Background: an optimization exercise with open tools, aiming at small area, a short achievable clock period and few clock cycles per item. Do not read the settings as production practice.
RTL that was checked went through simulation tests only; none was proved equivalent to the original.

// cpuops
module	cpuops(i_clk,i_reset, i_stb, i_op, i_a, i_b, o_c, o_f, o_valid,
			o_busy);
Settings: LEC_CHECK=0, CAP_MARGIN=20, CORE_MARGIN=2, CORE_UTILIZATION=40, SETUP_SLACK_MARGIN=4, SLEW_MARGIN=20; clock period 10.0 ns.
run.sh (not shown) runs the stock make flow with config.mk's settings and CLKGATE_MAP_FILE= SYNTH_SCRIPT=/design/flow/synth_recipe.tcl, a recipe that flattens the netlist after the stock synthesis.
The baseline went through all stages and came out clean.
==> next run, changes <==
Settings changed: SETUP_SLACK_MARGIN 4 to not set.
Effect: The new run completed with no timing, DRC or antenna violations. Cell count went down by 2.7%. Setup slack degrades by 1300 ps. Via count falls by 4.5%. First-iteration DRC count goes down by 13%. Non-clock buffer count decreases by 105. Fmax drops by 16%. Cell area drops by 9.5%.
==> next run, changes <==
Settings changed: SETUP_SLACK_MARGIN set to 3.
Global-route usage went up by 0.71 points.
Core utilization went up by 0.89 points.
Worst setup slack is better by 1100 ps.
Final cell count went up by 0.57%.
Die area is unchanged.
Design area went up by 2.0%.
Via count went up by 1.1%.
Clock-buffer cell count went down by 1.
Critical path depth stays the same.
==> next run, changes <==
Settings changed: ABC_CLOCK_PERIOD_IN_PS set to 4500, SETUP_SLACK_MARGIN 3 to 5.
Effect: Worst hold slack stays flat; setup slack gets better by 75 ps; non-clock buffer count went up by 119; final area went up by 11%.
No run of this note included a check of the RTL's function; only the layout flow was run.

---

Another version of the RTL of cpuops (not shown whole).
Size: ~150 flip-flops, roughly 110 I/O pins, about 0.023 mm² of cells after synthesis.
make LEC_CHECK=0 CAP_MARGIN=20 CORE_MARGIN=2 CORE_UTILIZATION=40 SETUP_SLACK_MARGIN=5 SLEW_MARGIN=20 finish   # period 10.0 ns
Edit:
--- a/flow/config.mk
+++ b/flow/config.mk
@@ -10,3 +10,3 @@
 export CORE_UTILIZATION = 40
-export SETUP_SLACK_MARGIN = 5
+export SETUP_SLACK_MARGIN = 3
 export SLEW_MARGIN = 20
=>
- worst setup slack degrades by 1.1 ns
- area after synthesis does not change
- final cell count falls by a few percent
No run of this note included a check of the RTL's function; only the layout flow was run.

---

cpuops, a different RTL version from the one above (not shown whole).
For scale: ~150 flip-flops, ~110 I/O pins.
==> flow/config.mk <==
export PLATFORM = sky130hd
export DESIGN_NAME = cpuops
export DESIGN_NICKNAME = cpuops
export VERILOG_FILES = /design/flow/design.v
export SDC_FILE = /design/flow/constraint.sdc
export NUM_CORES = 4
export LEC_CHECK = 0
export CAP_MARGIN = 20
export CORE_MARGIN = 2
export CORE_UTILIZATION = 40
export SETUP_SLACK_MARGIN = 3.5
export SLEW_MARGIN = 20
==> flow/constraint.sdc <==
create_clock -name core_clock -period 10.0 [get_ports {i_clk}]
set_input_delay 2.0000 -clock core_clock [delete_from_list [all_inputs] [get_ports {i_clk}]]
set_output_delay 2.0000 -clock core_clock [all_outputs]
set_load 0.01 [all_outputs]
Next try:
SETUP_SLACK_MARGIN = 4   (was 3.5)
=> Count of clock-buffer cells in the layout does not change. Wire length is about the same. Die area does not change. Final area rose by 1.5%. Synthesized area does not change. Worst hold slack barely changes. Global-route usage stays flat. Sequential share of layout area fell by 0.12 points.
No run of this note included a check of the RTL's function; only the layout flow was run.

---

cpuops, a different RTL version from the one above (not shown whole).
Size: ~110 I/O pins, roughly 26,000 sq um of cells after synthesis.
export LEC_CHECK = 0
export ABC_AREA = 1
export CAP_MARGIN = 20
export CORE_MARGIN = 2
export CORE_UTILIZATION = 40
export SETUP_SLACK_MARGIN = 5
export SLEW_MARGIN = 20
create_clock -name core_clock -period 10.0 [get_ports {i_clk}]
standard.sh (not shown) runs the stock make flow with config.mk's settings and CLKGATE_MAP_FILE= SYNTH_SCRIPT=/design/flow/synth_recipe.tcl, a recipe that flattens the netlist after the stock synthesis.
==> flow/flow/run.sh <==
#!/bin/bash
# The standard layout, with the port buffers made of plain buffers
# (sky130_fd_sc_hd__buf_4) instead of the delay cell buffer_ports picks,
# and timing repair free to resize them. The make log goes to standard_flow.log.
set -euo pipefail
bash standard.sh MATCH_CELL_FOOTPRINT=0 "BUFFER_PORTS_ARGS=-buffer_cell sky130_fd_sc_hd__buf_4" finish > standard_flow.log 2>&1
Testbench counts at the start, summed over its fixed seeds: cycles 24,638, items 16,384.
Next try:
- TNS_END_PERCENT: default -> 20
Outcome: Cell count stays flat. Routed wire length barely changes. Non-clock buffer count came out lower by 3. Clock skew came out lower by 0.0034 ns. Worst setup slack got worse by 0.013 ns. Register-to-register slack is about the same. Synthesized area stays the same. Cell area decreases by about 0.44%. Maximum frequency hardly moves.
Next try:
- SETUP_SLACK_MARGIN: 5 -> 4.5
- TNS_END_PERCENT: 20 -> default
The new run went through all stages and came out clean.
Global-route usage fell by 0.30 points.
Clock skew is about the same.
Non-clock buffer count decreases by 8.
Die area does not change.
Final cell count hardly moves.
Wire length went down by 1.2%.
Critical path depth is higher by 6.

---

## oak
Starting RTL as in the previous note.
clock: 10.0 ns
lec_check: 0
cap_margin: 20
core_margin: 2
core_utilization: 40
setup_slack_margin: 5
slew_margin: 20
run.sh (not shown) runs the stock make flow with config.mk's settings and CLKGATE_MAP_FILE= SYNTH_SCRIPT=/design/flow/synth_recipe.tcl, a recipe that flattens the netlist after the stock synthesis.
Stock flow here: none of the scripts above is used.
oak completed every stage of the flow, and the final layout passed the timing, DRC and antenna checks.
Testbench counts of oak, summed over its fixed seeds: cycles 24,638, items 16,384.
Modified inputs, pine compared to oak
==> flow/flow/run.sh (new file) <==
#!/bin/bash
# The standard layout, with the port buffers made of plain buffers
# (sky130_fd_sc_hd__buf_4) instead of the delay cell buffer_ports picks,
# timing repair free to resize them, and timing repair aiming at a setup
# slack of 6 ns. The make log goes to standard_flow.log.
set -euo pipefail
bash standard.sh MATCH_CELL_FOOTPRINT=0 SETUP_SLACK_MARGIN=6 "BUFFER_PORTS_ARGS=-buffer_cell sky130_fd_sc_hd__buf_4" finish > standard_flow.log 2>&1
==> flow/standard.sh (new file) <==
#!/bin/bash
# synth_recipe.tcl (not shown) runs the flow's synth.tcl, then flattens the netlist and writes it again
# the make line also repeats each setting of config.mk as NAME=value (left out here)
make -C /OpenROAD-flow-scripts/flow DESIGN_CONFIG=/design/flow/config.mk WORK_HOME=/design/flow/orfs CLKGATE_MAP_FILE= SYNTH_SCRIPT=/design/flow/synth_recipe.tcl "${@:-finish}"
--- a/flow/config.mk
+++ b/flow/config.mk
@@ -7,2 +7,3 @@
 export LEC_CHECK = 0
+export ABC_AREA = 1
 export CAP_MARGIN = 20
@@ -10,3 +11,2 @@
 export CORE_UTILIZATION = 40
-export SETUP_SLACK_MARGIN = 5
 export SLEW_MARGIN = 20
removed: flow/run.sh
### Flow results
[compare] base=oak new=pine: share of synthesized area spent on multiplexers went down, die boundary height fell by 4.4 microns, number of non-clock inverters in the layout grew by 235, final worst setup slack picked up an extra 0.50 ns. In pine the initial antenna violation count turned out 7 lower than in oak. Sort pine and oak by largest clock skew in the final design, ascending, and oak comes first. [pine] logic depth of the worst register-to-register path rose 1 relative to oak. Number of tapcells sits lower in pine than in oak. Final cell count came out higher on pine than on oak.
Here is what was changed in the inputs of birch compared with pine.
==> flow/flow/run.sh <==
#!/bin/bash
# The standard layout, with the port buffers made of plain buffers
# (sky130_fd_sc_hd__buf_2) instead of the delay cell buffer_ports picks,
# and timing repair free to resize them. The make log goes to standard_flow.log.
set -euo pipefail
bash standard.sh MATCH_CELL_FOOTPRINT=0 "BUFFER_PORTS_ARGS=-buffer_cell sky130_fd_sc_hd__buf_2" finish > standard_flow.log 2>&1
--- a/flow/config.mk
+++ b/flow/config.mk
@@ -11,2 +11,3 @@
 export CORE_UTILIZATION = 40
+export SETUP_SLACK_MARGIN = 5
 export SLEW_MARGIN = 20
--- outcome ---
The setup slack of birch is smaller than that of pine.
Compared with pine, birch instantiates a smaller number of standard cells.
Total global-route track usage, birch and pine, higher one = pine.

## separate check: timing with driven ports
Ports are ideal in the flow. The routed layouts listed here were re-timed in OpenROAD. Step 1 sets driving cells, clkbuf_16 on the clock port and buf_2 on the other inputs (assumed; they add their load-dependent delay and slew). Step 2, shift: input delay + t, output delay - t, t = (earliest + latest rising clock arrival at the registers) / 2. This alone moves slack from input paths to output paths. Three values: no drivers, after step 1, after step 2; two values: the first two.
run | t (ns) | setup slack, ns | worst hold slack (ns) | clock arrival spread, ns
the first run of note 1 | 0.490 | 3.297 / 3.297 / 3.297 | 0.476 / 0.476 / 0.476 | 0.012 / 0.011
the second run of note 1 | 0.493 | 2.000 / 2.000 / 2.000 | 0.462 / 0.462 / 0.462 | 0.015 / 0.015
the third run of note 1 | 0.502 | 3.097 / 3.097 / 2.807 | 0.461 / 0.461 / 0.461 | 0.019 / 0.019
the fourth run of note 1 | 0.512 | 3.171 / 3.171 / 3.171 | 0.463 / 0.463 / 0.463 | 0.024 / 0.024
the first run of note 2 | 0.512 | 4.482 / 4.482 / 4.326 | 0.456 / 0.456 / 0.456 | 0.021 / 0.022
the second run of note 2 | 0.507 | 3.406 / 3.442 / 2.935 | 0.466 / 0.466 / 0.466 | 0.014 / 0.014
the first run of note 3 | 0.500 | 3.763 / 3.763 / 3.545 | 0.479 / 0.479 / 0.479 | 0.017 / 0.016
the second run of note 3 | 0.499 | 4.013 / 4.031 / 3.532 | 0.480 / 0.480 / 0.480 | 0.018 / 0.018
the first run of note 4 | 0.525 | 5.011 / 4.987 / 5.011 | 0.432 / 0.432 / 0.432 | 0.016 / 0.016
the second run of note 4 | 0.519 | 4.998 / 4.941 / 5.014 | 0.429 / 0.429 / 0.429 | 0.013 / 0.014
the third run of note 4 | 0.523 | 4.674 / 4.661 / 4.674 | 0.429 / 0.429 / 0.429 | 0.014 / 0.014
oak | 0.552 | 4.715 / 4.654 / 4.524 | 0.533 / 0.533 / 0.533 | 0.015 / 0.015
pine | 0.540 | 5.214 / 5.153 / 5.229 | 0.460 / 0.460 / 0.460 | 0.020 / 0.020
birch | 0.551 | 5.036 / 5.036 / 4.868 | 0.420 / 0.420 / 0.420 | 0.011 / 0.012
After both steps setup and hold are still met in every run listed. For the second run of note 3, which loses most, drivers alone change the setup slack by +0.018 ns; drivers and shift together by -0.481 ns.
